Context: an optimization exercise on an open-source flow, tuned for small area. The choices shown serve that exercise and are no tape-out recipe. Only simulation tests tie the RTL to the original design; equivalence was not proved.

job 9113:
## ImagineThinker
module ImagineThinker(clk,rst,inst_addr,inst_data,data_addr,data_rdata,data_wdata,data_we);
    input clk;
    input rst;
    output [15:0] inst_addr;
    input [31:0] inst_data;
    output [15:0] data_addr;
    input [15:0] data_rdata;
    output [15:0] data_wdata;
    output data_we;
    reg [15:0] pc;
    reg [7:0]  d_op, d_a, d_b, d_c;           
    reg [7:0]  e_op, e_a, e_b, e_c;           
    reg [15:0] e_da, e_db;
    reg [15:0] m_res, m_wdata;                
    reg        m_we, m_rwe, m_ld;
    reg [4:0]  m_c;
    reg        comp;                          
    reg [3:0]  st;                            
    reg [15:0] pn1, pn2;                      
    reg [5:0]  l1, l2;                        
    reg        n1, n2;                        
    wire stall;
    function [16:0] radd16;
        input [15:0] x, y;
        input c;
        integer k;
        reg cc;
        begin
            cc = c;
            for (k = 0; k < 16; k = k + 1) begin
                radd16[k] = x[k] ^ y[k] ^ cc;
                cc = (x[k] & y[k]) | (cc & (x[k] ^ y[k]));
            end
            radd16[16] = cc;
        end
    endfunction
    function [17:0] radd17;
        input [16:0] x, y;
        input c;
        integer k;
        reg cc;
        begin
            cc = c;
            for (k = 0; k < 17; k = k + 1) begin
  ...
Size in the first run: about 0.036 mm2 of cells after synthesis.
export LEC_CHECK = 0
export ABC_CLOCK_PERIOD_IN_PS = 10000
export CAP_MARGIN = 5
export CORE_MARGIN = 2
export CORE_UTILIZATION = 50
export CTS_BUF_LIST = sky130_fd_sc_hd__clkbuf_4
export CTS_CLUSTER_DIAMETER = 60
export CTS_CLUSTER_SIZE = 7
export SLEW_MARGIN = 5
create_clock -name core_clock -period 10.0 [get_ports {clk}]
standard.sh (not shown) runs the stock make flow with config.mk's settings and CLKGATE_MAP_FILE= SYNTH_SCRIPT=/design/flow/synth_recipe.tcl, a recipe that flattens the netlist after the stock synthesis.
==> flow/flow/run.sh <==
#!/bin/bash
# Own layout flow: the standard ORFS flow (standard.sh) with a copy of the
# ORFS scripts in which
#  - synthesis maps logic with an area-oriented ABC script (flow/abc_area.script)
#    and keeps the module hierarchy through technology mapping
#    (SYNTH_HIERARCHICAL=1; the standard flow's synthesis script flattens it afterwards as
#    usual), so that each module is mapped on its own; flip-flops are mapped
#    by the unchanged dfflibmap step, before ABC;
#  - the quick ABC pass inside Yosys's synth is skipped for the multiplier
#    modules only (flow/synth_proc.tcl);
#  - full adders are not extracted in the modules named it_fast* (the
#    multiplier's final parallel-prefix adder and the divider's two
#    subtractors), so ABC maps their carry logic as plain gates, which are
#    faster than a chain of full-adder cells;
#  - port buffering uses the smallest buffer cell;
#  - clock tree synthesis inserts no dummy loads.
# Each tool's output goes to ORFS's own per-step logs under orfs/logs; this
# script's own output goes to flow_setup.log and flow_make.log.
set -euo pipefail
W=$(pwd)
S=$W/myscripts
{
  rm -rf "$S"
  cp -r "$FLOW_HOME/scripts" "$S"
  cp "$W/flow/abc_area.script" "$S/abc_speed.script"
  cp "$W/flow/abc_area.script" "$S/abc_area.script"
  sed -i 's/buffer_ports {\*}\[env_var_or_empty BUFFER_PORTS_ARGS\]/buffer_ports -buffer_cell sky130_fd_sc_hd__buf_1/' "$S/global_place.tcl"
  sed -i 's/^  -repair_clock_nets\]/  -repair_clock_nets -dont_use_dummy_load]/' "$S/cts.tcl"
  { cat "$W/flow/synth_proc.tcl"; tail -n +2 "$W/synth_recipe.tcl"; } > "$W/my_synth.tcl"
  sed -i 's/^  extract_fa {\*}\[dont_use_extract_fa_args\]$/  extract_fa {*}[dont_use_extract_fa_args] {*}[lsearch -all -inline -not [tee -q -s result.string select -list-mod *] it_fast*]/' "$S/synth.tcl"
  grep -n "extract_fa {" "$S/synth.tcl"
  grep -n "buffer_ports" "$S/global_place.tcl"
  grep -n "dont_use_dummy_load" "$S/cts.tcl"
  cat "$W/my_synth.tcl"
} > "$W/flow_setup.log" 2>&1
bash standard.sh SCRIPTS_DIR="$S" SYNTH_HIERARCHICAL=1 SYNTH_SCRIPT="$W/my_synth.tcl" finish > "$W/flow_make.log" 2>&1
Other scripts of this flow, unchanged in this note and not shown: flow/flow/abc_area.script, flow/flow/synth_proc.tcl
--- input diff job 9113..job 7708 ---
diff --git a/flow/config.mk b/flow/config.mk
--- a/flow/config.mk
+++ b/flow/config.mk
@@ -10,3 +10,3 @@
 export CORE_MARGIN = 2
-export CORE_UTILIZATION = 50
+export CORE_UTILIZATION = 45
 export CTS_BUF_LIST = sky130_fd_sc_hd__clkbuf_4
[summary]
- [compare] base=job 9113 new=job 7708: number of vias in the routed layout climbed 232, non-clock buffer area fraction after layout barely changed.
Inputs modified between job 7708 and job 323:
diff --git a/flow/config.mk b/flow/config.mk
--- a/flow/config.mk
+++ b/flow/config.mk
@@ -8,5 +8,5 @@
 export ABC_CLOCK_PERIOD_IN_PS = 10000
-export CAP_MARGIN = 5
+export CAP_MARGIN = 20
 export CORE_MARGIN = 2
-export CORE_UTILIZATION = 45
+export CORE_UTILIZATION = 50
 export CTS_BUF_LIST = sky130_fd_sc_hd__clkbuf_4
@@ -14,2 +14,2 @@
 export CTS_CLUSTER_SIZE = 7
-export SLEW_MARGIN = 5
+export SLEW_MARGIN = 20
## What came out
- In job 323 relative to job 7708, global-route wire length before repair had gone down slightly.
- Number of violations reported at the end of detailed-routing iteration 0 ends up lower on job 7708.
- Job 323 against job 7708: number of antenna violations at the first check in global routing went up by 2, area of all placed cells without fillers went up by 0.37%, achievable clock frequency was more or less identical, layout-stage area growth over the synthesis result went up by 0.41 points.
Edits applied to the flow inputs when going from job 323 to job 3832:
diff --git a/flow/config.mk b/flow/config.mk
--- a/flow/config.mk
+++ b/flow/config.mk
@@ -8,3 +8,3 @@
 export ABC_CLOCK_PERIOD_IN_PS = 10000
-export CAP_MARGIN = 20
+export CAP_MARGIN = 5
 export CORE_MARGIN = 2
@@ -12,4 +12,4 @@
 export CTS_BUF_LIST = sky130_fd_sc_hd__clkbuf_4
-export CTS_CLUSTER_DIAMETER = 60
-export CTS_CLUSTER_SIZE = 7
-export SLEW_MARGIN = 20
+export CTS_CLUSTER_DIAMETER = 50
+export CTS_CLUSTER_SIZE = 8
+export SLEW_MARGIN = 5
Findings:
- Maximum cell stage delay along the critical path: job 3832 vs job 323, no meaningful difference
- Worst-case setup slack after placement, job 323 and job 3832: higher on job 323
- Job 3832 vs. job 323: maximum clock frequency held steady; worst hold slack held steady; final worst-path cycle share held steady.

-- re-timing with driven ports --
Ports are ideal in the flow. The routed layouts listed here were re-timed in OpenROAD.
Step 1, drivers: a clkbuf_16 drives clk and a buf_2 each remaining input, both assumed.
Step 2 adds t to the input delays and takes it off the output delays; t is the mean of the earliest and latest rising clock arrival at the registers after step 1. Input paths then give back, and output paths get back, about the clock's delay inside the block.
Slacks: ideal ports / drivers / drivers and shift; pairs: ideal ports / drivers.
run | t (ns) | slack for setup (ns) | worst setup path after step 2 | worst register clock-pin slew, ns | worst slew at a driven data input, ns
job 9113 | 0.960 | 0.419 / 0.419 / 0.419 | register to register | 0.10 / 0.10 | 0.10
job 7708 | 0.959 | 0.419 / 0.419 / 0.419 | register to register | 0.10 / 0.10 | 0.10
job 323 | 0.926 | 0.438 / 0.438 / 0.438 | register to register | 0.10 / 0.10 | 0.08
job 3832 | 0.934 | 0.441 / 0.441 / 0.441 | register to register | 0.11 / 0.11 | 0.09
After both steps every run listed still meets setup and hold.
